Source: an optimization exercise on an open RTL-to-GDS flow (aim: small area). Production flows keep margins and buffers that such runs may drop.
Function was not checked in any run shown here: the RTL went through the layout flow alone.
Power is estimated from default activity; no workload was simulated.

==> flow/design.v, too long to show whole: its modules and the start of the top module <==
// module WTA: 2595 lines
module WTA
#(
	parameter  MAXDISPARITY = 64 ,
	parameter  LPDI_WIDTH = 8 ,
	parameter  INPUTDATAWID = 513,
	parameter  OUTPUTDATAWID = 9
  )
(
	input wire                      clk,
	input wire                      en,
	input wire                      pixelEN,
	input  wire[INPUTDATAWID-1:0]   LPDi,
	output wire[OUTPUTDATAWID-1:0]  disparity
);
  // ...
==> flow/flow/run.sh <==
#!/bin/bash
set -euo pipefail
W=$PWD
PLAT="$FLOW_HOME/platforms/$FLOW_PLATFORM"
bash standard.sh synth > "$W/synth_ref.log" 2>&1
cp orfs/results/"$FLOW_PLATFORM"/WTA/base/1_2_yosys.v "$W/ref_synth.v"
python3 flow/map.py "$FLOW_DESIGN" "$W/ref_synth.v" "$W/mapped.v" > "$W/map.log" 2>&1
sed 's/\bmodule WTA\b/module WTA_rtl/' "$FLOW_DESIGN" > "$W/rtl_ref.v"
iverilog -g2012 -DFUNCTIONAL -DUNIT_DELAY=#0 -o "$W/selfcheck.vvp" flow/selfcheck_tb.v "$W/rtl_ref.v" \
  "$PLAT/verilog/primitives.v" "$PLAT/verilog/sky130_fd_sc_hd.v" "$W/mapped.v" > "$W/selfcheck.log" 2>&1
vvp -n "$W/selfcheck.vvp" >> "$W/selfcheck.log" 2>&1
grep -q "SELFCHECK PASS" "$W/selfcheck.log"
rm -rf orfs
bash standard.sh SYNTH_NETLIST_FILES="$W/mapped.v" \
  "BUFFER_PORTS_ARGS=-buffer_cell sky130_fd_sc_hd__buf_1" GPL_TIMING_DRIVEN=0 CORE_UTILIZATION=35 PLACE_DENSITY=0.50 "CTS_ARGS=-sink_clustering_enable -repair_clock_nets -buf_list sky130_fd_sc_hd__clkbuf_8 -dont_use_dummy_load" finish > "$W/layout.log" 2>&1
==> flow/flow/map.py <==
#!/usr/bin/env python3
"""Technology mapping for this design's RTL, which is written one gate per assignment.

usage: map.py design.v ref_synth.v out.v

Reads design.v (the version's RTL as the layout reads it), maps every
'assign nK = <expression>;' onto the sky130hd cell with that function, every bit of the
step-enabled registers onto sky130_fd_sc_hd__edfxtp_1, and writes the gate netlist.
Register instances get the names the standard synthesis gives them; ref_synth.v (the
standard synthesis of the same design.v) is read to check that the two netlists have the
same registers, by name and cell type. Stops with an error on anything it does not know."""
import re, sys

LIB = {
 'inv':    ('A', 'Y', '~{A}'),
 'nand2':  ('A B', 'Y', '~({A} & {B})'),
 'nor2':   ('A B', 'Y', '~({A} | {B})'),
 'and2':   ('A B', 'X', '{A} & {B}'),
 'or2':    ('A B', 'X', '{A} | {B}'),
 'nand3':  ('A B C', 'Y', '~({A} & {B} & {C})'),
 'nor3':   ('A B C', 'Y', '~({A} | {B} | {C})'),
 'and3':   ('A B C', 'X', '{A} & {B} & {C}'),
 'nand4':  ('A B C D', 'Y', '~({A} & {B} & {C} & {D})'),
 'nor4':   ('A B C D', 'Y', '~({A} | {B} | {C} | {D})'),
 'and4':   ('A B C D', 'X', '{A} & {B} & {C} & {D}'),
 'or4':    ('A B C D', 'X', '{A} | {B} | {C} | {D}'),
 'o22ai':  ('A1 A2 B1 B2', 'Y', '~(({A1} | {A2}) & ({B1} | {B2}))'),
 'a22oi':  ('A1 A2 B1 B2', 'Y', '~(({A1} & {A2}) | ({B1} & {B2}))'),
 'a22o':   ('A1 A2 B1 B2', 'X', '({A1} & {A2}) | ({B1} & {B2})'),
 'o22a':   ('A1 A2 B1 B2', 'X', '({A1} | {A2}) & ({B1} | {B2})'),
 'a21oi':  ('A1 A2 B1', 'Y', '~(({A1} & {A2}) | {B1})'),
 'a221o':  ('A1 A2 B1 B2 C1', 'X', '({A1} & {A2}) | ({B1} & {B2}) | {C1}'),
 'a221oi': ('A1 A2 B1 B2 C1', 'Y', '~(({A1} & {A2}) | ({B1} & {B2}) | {C1})'),
 'o221a':  ('A1 A2 B1 B2 C1', 'X', '({A1} | {A2}) & ({B1} | {B2}) & {C1}'),
 'o221ai': ('A1 A2 B1 B2 C1', 'Y', '~(({A1} | {A2}) & ({B1} | {B2}) & {C1})'),
 'mux2':   ('A0 A1 S', 'X', '{S} ? {A1} : {A0}'),
 'o21ai':  ('A1 A2 B1', 'Y', '~(({A1} | {A2}) & {B1})'),
 'mux4':   ('A0 A1 A2 A3 S0 S1', 'X', '{S1} ? ({S0} ? {A3} : {A2}) : ({S0} ? {A1} : {A0})'),
}
# same-area stronger variants
FREE = {'inv': 2, 'mux2': 2, 'or2': 2, 'o221a': 2, 'mux4': 2}
# (fanout at least, size) per cell type
FANOUT_SIZE = {
 'o22a': [(3, 2)], 'and2': [(3, 2), (6, 4)], 'and4': [(3, 2), (6, 4)],
 'or2': [(6, 4)], 'and3': [(3, 2), (6, 4)], 'or4': [(3, 2), (6, 4)],
 'a21oi': [(6, 2)],
}
SIG = r'([A-Za-z_]\w*(?:\s*\[\s*\d+\s*\])?)'

def pattern(tmpl):
    out = ''
    for part in re.split(r'(\{\w+\})', tmpl):
        if part.startswith('{'):
            out += SIG
        else:
            for ch in part:
                out += r'\s*' if ch == ' ' else re.escape(ch)
    return re.compile(r'^\s*' + out + r'\s*$')

# pins in the order their placeholders appear in the expression
PATS = [(k, pattern(v[2]), re.findall(r'\{(\w+)\}', v[2]), v[1]) for k, v in LIB.items()]
# most specific first: longer templates before shorter ones
PATS.sort(key=lambda p: -len(LIB[p[0]][2]))

def norm(s):
    return re.sub(r'\s+', '', s)

def die(msg):
    sys.exit('map.py: ' + msg)

def main():
    src, ref, out = sys.argv[1:4]
    text = open(src).read()
    text = re.sub(r'//[^\n]*', '', text)
    text = re.sub(r'/\*.*?\*/', '', text, flags=re.S)
    cells = []
    wires = []
    for m in re.finditer(r'\bassign\s+(n\d+)\s*=\s*([^;]*);', text):
        lhs, rhs = m.group(1), m.group(2)
        for typ, pat, pins, outpin in PATS:
            mm = pat.match(rhs)
            if mm:
                pd = {}
                for p, v in zip(pins, map(norm, mm.groups())):
                    if pd.setdefault(p, v) != v:
                        break
                else:
                    cells.append((typ, lhs, pd, outpin))
                    wires.append(lhs)
                    break
                continue
        else:
            die(f'no cell for assign {lhs} = {rhs}')
    m = re.search(r'\bwire\s+step\s*=\s*en\s*&\s*pixelEN\s*;', text)
    if not m:
        die('no step')
    regs = {}
    for m in re.finditer(r'\breg\s*\[\s*(\d+)\s*:\s*0\s*\]\s*(\w+)\s*;', text):
        regs[m.group(2)] = int(m.group(1)) + 1
    blocks = re.findall(r'always\s*@\s*\(\s*posedge\s+clk\s*\)\s*if\s*\(\s*step\s*\)\s*(\w+)\s*<=\s*\{([^}]*)\}\s*;', text)
    if sorted(b[0] for b in blocks) != sorted(regs):
        die(f'registers {sorted(regs)} vs assignments {[b[0] for b in blocks]}')

    def expand(item):
        item = norm(item)
        m = re.fullmatch(r'(\w+)\[(\d+):(\d+)\]', item)
        if m:
            hi, lo = int(m.group(2)), int(m.group(3))
            return [f'{m.group(1)}[{i}]' for i in range(hi, lo - 1, -1)]
        m = re.fullmatch(r"(\d+)'b([01]+)", item)
        if m:
            assert int(m.group(1)) == len(m.group(2))
            return ['zero' if c == '0' else 'one' for c in m.group(2)]
        return [item]

    flops = []
    for name, body in blocks:
        bits = [b for it in body.split(',') for b in expand(it)]
        if len(bits) != regs[name]:
            die(f'{name}: {len(bits)} bits for {regs[name]}')
        for i, d in enumerate(reversed(bits)):
            flops.append((f'{name}[{i}]', d))
    m = re.search(r'\bassign\s+disparity\s*=\s*\{([^}]*)\}\s*;', text)
    if not m:
        die('no disparity')
    outs = [b for it in m.group(1).split(',') for b in expand(it)]
    if len(outs) != 9:
        die('disparity width')
    outs = list(reversed(outs))

    # registers of the standard synthesis
    reftxt = open(ref).read()
    refregs = sorted(re.findall(r'(sky130_fd_sc_hd__\w+)\s+\\(\S+\$_\w+)\s', reftxt))
    mine = sorted(('sky130_fd_sc_hd__edfxtp_1', f'{q}$_DFFE_PP_') for q, _ in flops)
    if refregs != mine:
        die(f'registers differ from the standard synthesis: {refregs[:5]} ... vs {mine[:5]} ...')

    # drive strengths: free upgrades (same area), then by fanout
    fanout = {}
    for typ, o, pins, outpin in cells:
        for n in pins.values():
            fanout[n] = fanout.get(n, 0) + 1
    for q, d in flops:
        fanout[d] = fanout.get(d, 0) + 1
    size = {}
    for typ, o, pins, outpin in cells:
        s_ = FREE.get(typ, 1)
        fo = fanout.get(o, 0)
        for lim, sz in FANOUT_SIZE.get(typ, []):
            if fo >= lim:
                s_ = max(s_, sz)
        size[o] = s_
    regnames = {q for q, _ in flops}
    def net(n):
        if n in regnames:
            return '\\' + n + ' '
        return n
    L = ['module WTA(clk, en, pixelEN, LPDi, disparity);',
         '  input clk; input en; input pixelEN; input [512:0] LPDi; output [8:0] disparity;',
         '  wire zero;']
    for q, _ in flops:
        L.append(f'  wire {net(q)};')
    for w in wires:
        L.append(f'  wire {w};')
    # the step enable, one copy per 16 registers
    nstep = (len(flops) + 15) // 16
    for j in range(nstep):
        L.append(f'  wire step{j};')
        L.append(f'  sky130_fd_sc_hd__and2_2 ustep{j} (.A(en), .B(pixelEN), .X(step{j}));')
    for i, (typ, o, pins, outpin) in enumerate(cells):
        ps = ', '.join(f'.{p}({net(n)})' for p, n in pins.items())
        L.append(f'  sky130_fd_sc_hd__{typ}_{size[o]} g{i} ({ps}, .{outpin}({o}));')
    for j, (q, d) in enumerate(flops):
        L.append(f'  sky130_fd_sc_hd__edfxtp_1 \\{q}$_DFFE_PP_  (.CLK(clk), .D({net(d)}), .DE(step{j * nstep // len(flops)}), .Q({net(q)}));')
    if 'one' in outs:
        die('constant one output')
    L.append('  sky130_fd_sc_hd__conb_1 tie0 (.LO(zero));')
    for k, o in enumerate(outs):
        L.append(f'  assign disparity[{k}] = {net(o)};')
    L.append('endmodule')
    open(out, 'w').write('\n'.join(L) + '\n')
    print(f'map.py: {len(cells)} gates, {len(flops)} registers')

main()
==> flow/flow/selfcheck_tb.v <==
`timescale 1ns/1ps
module selfcheck_tb;
  reg clk = 0;
  reg en, pen;
  reg [512:0] lpdi;
  wire [8:0] d_net, d_rtl;
  WTA     u_net (.clk(clk), .en(en), .pixelEN(pen), .LPDi(lpdi), .disparity(d_net));
  WTA_rtl u_rtl (.clk(clk), .en(en), .pixelEN(pen), .LPDi(lpdi), .disparity(d_rtl));
  integer i, d, kind, steps, errors, seed, base;
  always #5 clk = ~clk;
  initial begin
    seed = 12345; steps = 0; errors = 0;
    en = 0; pen = 0; lpdi = 0;
    for (i = 0; i < 4000; i = i + 1) begin
      @(negedge clk);
      kind = $random(seed) & 7;
      base = $random(seed) & 255;
      for (d = 0; d < 64; d = d + 1)
        case (kind)
          0, 1: lpdi[8*d +: 8] = $random(seed);
          2, 3: lpdi[8*d +: 8] = base + ($random(seed) & 3);
          4:    lpdi[8*d +: 8] = base;
          5:    lpdi[8*d +: 8] = (($random(seed) & 15) == 0) ? ($random(seed) & 1) : 8'hff;
          6:    lpdi[8*d +: 8] = base ^ (1 << ($random(seed) & 7));
          default: lpdi[8*d +: 8] = ($random(seed) & 1) ? base : ~base;
        endcase
      lpdi[512] = $random(seed);
      en = (i < 1000) ? 1'b1 : (($random(seed) & 3) != 0);
      pen = (i < 1000) ? 1'b1 : (($random(seed) & 3) != 0);
      @(posedge clk);
      if (en && pen) steps = steps + 1;
      #1;
      if (steps >= 6 && d_net !== d_rtl) begin
        errors = errors + 1;
        if (errors < 5) $display("mismatch at %0d: net %h rtl %h", i, d_net, d_rtl);
      end
    end
    if (errors == 0) $display("SELFCHECK PASS");
    else $display("SELFCHECK FAIL %0d", errors);
    $finish;
  end
endmodule
==> flow/standard.sh <==
#!/bin/bash
# synth_recipe.tcl (not shown) runs the flow's synth.tcl, then flattens the netlist and writes it again
# the make line also repeats each setting of config.mk as NAME=value (left out here)
make -C /OpenROAD-flow-scripts/flow DESIGN_CONFIG=/design/flow/config.mk WORK_HOME=/design/flow/orfs CLKGATE_MAP_FILE= SYNTH_SCRIPT=/design/flow/synth_recipe.tcl "${@:-finish}"
==> flow/config.mk <==
export PLATFORM = sky130hd
export DESIGN_NAME = WTA
export DESIGN_NICKNAME = WTA
export VERILOG_FILES = /design/flow/design.v
export SDC_FILE = /design/flow/constraint.sdc
export NUM_CORES = 8
export LEC_CHECK = 0
export CAP_MARGIN = 20
export CORE_MARGIN = 2
export CORE_UTILIZATION = 40
export SLEW_MARGIN = 20
==> flow/constraint.sdc <==
create_clock -name core_clock -period 6.67 [get_ports {clk}]
set_input_delay 1.3340 -clock core_clock [delete_from_list [all_inputs] [get_ports {clk}]]
set_output_delay 1.3340 -clock core_clock [all_outputs]
set_load 0.01 [all_outputs]
==> flow_summary.json, run 1 <==
{
  "crit_end": "s1[0]$_DFFE_PP_",
  "cts_tree": "yes",
  "gp_congestion": 1.00,
  "antenna_found_initial": 9,
  "outcome": "finished clean",
  "seqPwrFrac_pct": 20.3,
  "path_delay_family": "simple AND/OR/NAND/NOR gates",
  "synth_area_sq_mm": 0.00986,
  "holdPathStages": 0,
  "seq_area_sq_mm": 0.00165,
  "min_from": "pipe[12]$_DFFE_PP_",
  "stdcell_area_sq_mm": 0.0132,
  "overflow": 0,
  "multi_input_area_share_pct": 67.2,
  "highest_layer": "met5",
  "syn_inst": 1336,
  "initial_utilization_pct": 35.5,
  "design.core.area_sq_mm": 0.0278,
  "inverters": 2,
  "syn2layout_area_growth_pct": 34.1,
  "comb-power_uw": 1560,
  "nonClkBufAreaFrac_pct": 16.0,
  "avgSynthCellArea_sq_um": 7.38,
  "dp_cells": 2237,
  "postRouteAntennaNets": 0,
  "p_comb_share_pct": 71.7,
  "leakagePower_uw": 0.00385,
  "critPathCaptureType": "flip-flop",
  "finalSetupViolCount": 0,
  "n_all_buffers": 542,
  "dominant_cells": "multi-input gates"
}
==> inputs of run 2 (changes only) <==
--- a/flow/design.v
+++ b/flow/design.v
@@ -1292,18 +1292,16 @@
 wire n1276;
 wire n1277;
 wire n1278;
 wire n1279;
 wire n1280;
 wire n1281;
 wire n1282;
 wire n1283;
-wire n1284;
-wire n1285;
 assign n1 = ~(LPDi[7] & LPDi[15] & LPDi[23] & LPDi[31]);
 assign n2 = ~(LPDi[39] & LPDi[47] & LPDi[55] & LPDi[63]);
 assign n3 = n1 | n2;
 assign n4 = ~(n1 | n2);
 assign n5 = ~((LPDi[7] | LPDi[6]) & (LPDi[15] | LPDi[14]));
 assign n6 = ~((LPDi[23] | LPDi[22]) & (LPDi[31] | LPDi[30]));
 assign n7 = ~((LPDi[39] | LPDi[38]) & (LPDi[47] | LPDi[46]));
 assign n8 = ~((LPDi[55] | LPDi[54]) & (LPDi[63] | LPDi[62]));
@@ -2492,72 +2490,72 @@
 assign n1191 = ~((n654 | n1175) & (n676 | n1186) & n1167);
 assign n1192 = ~((n791 | n1175) & (n813 | n1186) & n1168);
 assign n1193 = ~((n928 | n1175) & (n950 | n1186) & n1169);
 assign n1194 = ~((n1065 | n1175) & (n1087 | n1186) & n1170);
 assign n1195 = (n106 | n1175) & (n128 | n1186) & n1163;
 assign n1196 = (n380 | n1175) & (n402 | n1186) & n1165;
 assign n1197 = (n654 | n1175) & (n676 | n1186) & n1167;
 assign n1198 = (n928 | n1175) & (n950 | n1186) & n1169;
-assign n1199 = ~(n130 | n131);
-assign n1200 = ~(n134 | n135);
-assign n1201 = n1199 ? n132 : n130;
-assign n1202 = n1200 ? n136 : n134;
-assign n1203 = ~(n130 | n131 | n132 | n133);
-assign n1204 = n1203 ? n1202 : n1201;
-assign n1205 = n1203 ? n1200 : n1199;
-assign n1206 = ~(n267 | n268);
-assign n1207 = ~(n271 | n272);
-assign n1208 = n1206 ? n269 : n267;
-assign n1209 = n1207 ? n273 : n271;
-assign n1210 = ~(n267 | n268 | n269 | n270);
-assign n1211 = n1210 ? n1209 : n1208;
-assign n1212 = n1210 ? n1207 : n1206;
-assign n1213 = ~(n404 | n405);
-assign n1214 = ~(n408 | n409);
-assign n1215 = n1213 ? n406 : n404;
-assign n1216 = n1214 ? n410 : n408;
-assign n1217 = ~(n404 | n405 | n406 | n407);
-assign n1218 = n1217 ? n1216 : n1215;
-assign n1219 = n1217 ? n1214 : n1213;
-assign n1220 = ~(n541 | n542);
-assign n1221 = ~(n545 | n546);
-assign n1222 = n1220 ? n543 : n541;
-assign n1223 = n1221 ? n547 : n545;
-assign n1224 = ~(n541 | n542 | n543 | n544);
-assign n1225 = n1224 ? n1223 : n1222;
-assign n1226 = n1224 ? n1221 : n1220;
-assign n1227 = ~(n678 | n679);
-assign n1228 = ~(n682 | n683);
-assign n1229 = n1227 ? n680 : n678;
-assign n1230 = n1228 ? n684 : n682;
-assign n1231 = ~(n678 | n679 | n680 | n681);
-assign n1232 = n1231 ? n1230 : n1229;
-assign n1233 = n1231 ? n1228 : n1227;
-assign n1234 = ~(n815 | n816);
-assign n1235 = ~(n819 | n820);
-assign n1236 = n1234 ? n817 : n815;
-assign n1237 = n1235 ? n821 : n819;
-assign n1238 = ~(n815 | n816 | n817 | n818);
-assign n1239 = n1238 ? n1237 : n1236;
-assign n1240 = n1238 ? n1235 : n1234;
-assign n1241 = ~(n952 | n953);
-assign n1242 = ~(n956 | n957);
-assign n1243 = n1241 ? n954 : n952;
-assign n1244 = n1242 ? n958 : n956;
-assign n1245 = ~(n952 | n953 | n954 | n955);
-assign n1246 = n1245 ? n1244 : n1243;
-assign n1247 = n1245 ? n1242 : n1241;
-assign n1248 = ~(n1089 | n1090);
-assign n1249 = ~(n1093 | n1094);
-assign n1250 = n1248 ? n1091 : n1089;
-assign n1251 = n1249 ? n1095 : n1093;
-assign n1252 = ~(n1089 | n1090 | n1091 | n1092);
-assign n1253 = n1252 ? n1251 : n1250;
-assign n1254 = n1252 ? n1249 : n1248;
+assign n1199 = n130 | n131;
+assign n1200 = n134 | n135;
+assign n1201 = n1199 ? n130 : n132;
+assign n1202 = n1200 ? n134 : n136;
+assign n1203 = n130 | n131 | n132 | n133;
+assign n1204 = n1203 ? n1201 : n1202;
+assign n1205 = n1203 ? n1199 : n1200;
+assign n1206 = n267 | n268;
+assign n1207 = n271 | n272;
+assign n1208 = n1206 ? n267 : n269;
+assign n1209 = n1207 ? n271 : n273;
+assign n1210 = n267 | n268 | n269 | n270;
+assign n1211 = n1210 ? n1208 : n1209;
+assign n1212 = n1210 ? n1206 : n1207;
+assign n1213 = n404 | n405;
+assign n1214 = n408 | n409;
+assign n1215 = n1213 ? n404 : n406;
+assign n1216 = n1214 ? n408 : n410;
+assign n1217 = n404 | n405 | n406 | n407;
+assign n1218 = n1217 ? n1215 : n1216;
+assign n1219 = n1217 ? n1213 : n1214;
+assign n1220 = n541 | n542;
+assign n1221 = n545 | n546;
+assign n1222 = n1220 ? n541 : n543;
+assign n1223 = n1221 ? n545 : n547;
+assign n1224 = n541 | n542 | n543 | n544;
+assign n1225 = n1224 ? n1222 : n1223;
+assign n1226 = n1224 ? n1220 : n1221;
+assign n1227 = n678 | n679;
+assign n1228 = n682 | n683;
+assign n1229 = n1227 ? n678 : n680;
+assign n1230 = n1228 ? n682 : n684;
+assign n1231 = n678 | n679 | n680 | n681;
+assign n1232 = n1231 ? n1229 : n1230;
+assign n1233 = n1231 ? n1227 : n1228;
+assign n1234 = n815 | n816;
+assign n1235 = n819 | n820;
+assign n1236 = n1234 ? n815 : n817;
+assign n1237 = n1235 ? n819 : n821;
+assign n1238 = n815 | n816 | n817 | n818;
+assign n1239 = n1238 ? n1236 : n1237;
+assign n1240 = n1238 ? n1234 : n1235;
+assign n1241 = n952 | n953;
+assign n1242 = n956 | n957;
+assign n1243 = n1241 ? n952 : n954;
+assign n1244 = n1242 ? n956 : n958;
+assign n1245 = n952 | n953 | n954 | n955;
+assign n1246 = n1245 ? n1243 : n1244;
+assign n1247 = n1245 ? n1241 : n1242;
+assign n1248 = n1089 | n1090;
+assign n1249 = n1093 | n1094;
+assign n1250 = n1248 ? n1089 : n1091;
+assign n1251 = n1249 ? n1093 : n1095;
+assign n1252 = n1089 | n1090 | n1091 | n1092;
+assign n1253 = n1252 ? n1250 : n1251;
+assign n1254 = n1252 ? n1248 : n1249;
 assign n1255 = ~((n1204 & n1195) | (n1211 & n1187));
 assign n1256 = ~((n1205 & n1195) | (n1212 & n1187));
 assign n1257 = ~((n1203 & n1195) | (n1210 & n1187));
 assign n1258 = n1187 & n1188;
 assign n1259 = ~((n1218 & n1196) | (n1225 & n1189));
 assign n1260 = ~((n1219 & n1196) | (n1226 & n1189));
 assign n1261 = ~((n1217 & n1196) | (n1224 & n1189));
 assign n1262 = n1189 & n1190;
@@ -2577,20 +2575,18 @@
 assign n1276 = s1[14] ? s1[16] : s1[11];
 assign n1277 = s1[14] ? s1[17] : s1[12];
 assign n1278 = s1[14] ? s1[18] : s1[13];
 assign n1279 = n1274 ? n1275 : n1270;
 assign n1280 = n1274 ? n1276 : n1271;
 assign n1281 = n1274 ? n1277 : n1272;
 assign n1282 = n1274 ? n1278 : n1273;
 assign n1283 = n1274 ? s1[14] : s1[4];
-assign n1284 = ~n1280;
-assign n1285 = ~n1281;
 reg [19:0] s1;
 always @(posedge clk)
 if (step)
 	s1 <= {LPDi[512], n1193, n1269, n1268, n1267, n1266, n1191, n1265, n1264, n1263, n1262, n1189, n1261, n1260, n1259, n1258, n1187, n1257, n1256, n1255};
 reg [34:0] pipe;
 always @(posedge clk)
 if (step)
-	pipe <= {pipe[27:0], s1[19], n1274, n1283, n1282, n1285, n1284, n1279};
+	pipe <= {pipe[27:0], s1[19], n1274, n1283, n1282, n1281, n1280, n1279};
 assign disparity = {pipe[34], 2'b00, pipe[33:28]};
 endmodule
==> run 2 against run 1 <==
Compared with the run above: critical path type unchanged; clock power decreased by 6%; final cell count decreased by 0.75%; highest routed layer unchanged; largest cell class unchanged; core utilization is 1.0 points lower; critical endpoint is now s1[5]$_DFFE_PP_; non-clock buffer count fell by 12.
==> flow_summary.json, run 2 <==
{
  "postRouteAntennaNets": 0,
  "final_common_cell": "buf_1",
  "critPathSlowestCell": "a221o_1",
  "startpoint_type": "input port",
  "reg2reg_to": "pipe[2]$_DFFE_PP_",
  "num_rows": 61,
  "cts_hold_buf": 0,
  "avgSynthCellArea_sq_um": 7.43,
  "ir_worst_vdd_v": 0.0000916,
  "cts_tree": "yes",
  "required_ns": 6.70,
  "dp_hpwl_um": 46700,
  "nets": 2388,
  "syn_inst": 1334,
  "wl_per_cell_um": 23.9,
  "gp_congestion": 0.985,
  "io_pins": 525,
  "reg2reg_from": "s1[4]$_DFFE_PP_",
  "min_path_type": "flip-flop to flip-flop",
  "seq_area_sq_mm": 0.00165,
  "yosys_warnings": 0,
  "cp_common_cell": "nor2_1",
  "holdPathStages": 0,
  "clk_latency_ns": 0.31,
  "dp_cells": 2235,
  "vias": 15100,
  "max_freq_mhz": 156,
  "layout-drive-gt1-share_pct": 10.3,
  "largestRegisters": "pipe: 35 flops, s1: 20 flops",
  "port_buffers": 522,
  "root_buffer": "clkbuf_8",
  "syn2layout_area_growth_pct": 30.8,
  "finalPower_uw": 2100,
  "path_class": "input port to flip-flop",
  "grt_pass1_vias": 13500,
  "p_per_area_mw_per_mm2": 162,
  "fp.dieW_um": 172,
  "maxSlewViolCount": 0,
  "grt_usage_pct": 33.3,
  "outcome": "finished clean",
  "grt_pass1_wl_um": 76000,
  "leakagePower_uw": 0.00381,
  "arrival_ns": 6.45,
  "cap_violations": 0,
  "clk_pin_slew_worst_paths_ns": 0.11,
  "h-tree-depth": 2,
  "synth_area_sq_mm": 0.00992,
  "drc_errors": 0,
  "drt_iter0_markers": 1524,
  "crit_fanout": 11,
  "r2r_slack_ns": 5.23,
  "grt_max_degree": 21,
  "hold_viol_final": 0,
  "largest_register_ffs": 35,
  "overflow": 0,
  "critPathCaptureType": "flip-flop",
  "r2r_cells": 2,
  "cts_buffers": 5,
  "clock_skew_ns": 0.0354,
  "multi_input_area_sq_mm": 0.00874,
  "initial_utilization_pct": 35.6,
  "die_area_sq_mm": 0.0297,
  "antenna_found_initial": 5,
  "design.core.area_sq_mm": 0.0279,
  "layout_common_cells": "buf_1, o22ai_1, nor2_1",
  "dr.pass1.iters": 6,
  "fillCellCount": 2976,
  "max_stage_delay_ns": 0.53,
  "vias_per_cell": 6.70,
  "clock_path_buffers": 2,
  "post-route-min-period_ns": 6.42,
  "top_register": "pipe",
  "finalSetupViolCount": 0,
  "fin_crit_sh_pct": 96.3,
  "wl_um": 53800,
  "fin_cells": 2253,
  "min_to": "pipe[17]$_DFFE_PP_",
  "min_from": "pipe[10]$_DFFE_PP_",
  "dieHeight_um": 172,
  "cts.sinks": 55
}
==> run 2: cell type report <==
type / count / area share (%)
Sequential cell: 55 / 12.7
Tap cell: 378 / 3.65
Timing Repair Buffer: 530 / 15.6
Clock buffer: 5 / 0.531
Antenna cell: 5 / 0.0965
Multi-Input combinational cell: 1280 / 67.4
==> run 2: repair_timing <==
action / CTS / global route
endpoints found under the setup margin: 19 / 19
setup buffers: 0 / 8
gates cloned: 0 / 0
resized for setup: 26 / 67
pin swaps: 1 / 10
==> run 2: routing by layer <==
layer	vias to the layer above	wire length (um)	track usage [%]
met4	4	1420	7.60
met5	-	24	0
met3	115	4320	5.81
met1	7168	22600	44.0
met2	799	25500	56.7
li1	6999	-	-
==> run 2: metrics by stage <==
stage	worst slack, ns	setup TNS, ns	hold WS (ns)	util [%]	area, sq um
2_1_floorplan	0.797	0	0.400	-	9920
3_3_place_gp	-1.13	-19.66	0.401	44.3	12400
3_5_place_dp	-1.15	-20.17	0.405	44.3	12400
4_1_cts	0.00342	0	0.379	45.2	12600
5_1_grt	-0.0122	-0.0286	0.383	46.5	13000
6_report	0.249	0	0.378	46.6	13000
==> run 2: worst max-delay path: cells and delay by family <==
| kind | cells | cell delay, ns |
|---|---|---|
| AND/OR/NAND/NOR | 14 | 2.24 |
| AO/OA/AOI/OAI | 11 | 2.41 |
| buffers and inverters | 3 | 0.45 |
==> run 2: power breakdown <==
group / total [uW] / switching (uW) / leakage, uW / internal (uW)
clock: 162 / 94.0 / 0.0000360 / 68.0
combinational: 1500 / 963 / 0.00323 / 538
sequential: 433 / 11.6 / 0.000546 / 422
total: 2100 / 1070 / 0.00381 / 1030
==> run 2: how the worst max path moves through the flow <==
stage / from / cells past startpoint / to
after global routing: LPDi[382] / 24 / s1[2]$_DFFE_PP_
final: LPDi[295] / 28 / s1[5]$_DFFE_PP_
after detailed placement: LPDi[230] / 25 / s1[9]$_DFFE_PP_
after global placement: LPDi[230] / 25 / s1[9]$_DFFE_PP_
after CTS: LPDi[478] / 22 / s1[9]$_DFFE_PP_
after floorplan: LPDi[30] / 22 / s1[0]$_DFFE_PP_

==> re-timing with driven ports <==
The results above use ideal ports. As a check the final layouts listed here were re-extracted and re-timed, cells and wires unchanged.
Step 1 (the two cells are an assumption about what drives the block):
set clk [get_ports {clk}]
set_driving_cell -lib_cell sky130_fd_sc_hd__clkbuf_16 $clk
set_driving_cell -lib_cell sky130_fd_sc_hd__buf_2 [delete_from_list [all_inputs] $clk]
Step 2, shift: input delay + t, output delay - t, t = (earliest + latest rising clock arrival at the registers) / 2. This alone moves slack from input paths to output paths.
Slacks: no drivers / after step 1 / after step 2; pairs: no drivers / after step 1.
run | shift t [ns] | setup WS [ns] | worst setup path at the end
run 1 | 0.333 | 0.225 / 0.172 / -0.161 | input to register
run 2 | 0.332 | 0.249 / 0.257 / -0.075 | input to register
Met with ideal ports but missed after step 2: setup timing in run 1 and run 2. The setup slack of run 1, which loses most, moves by -0.053 ns with the drivers and by -0.386 ns with both steps.
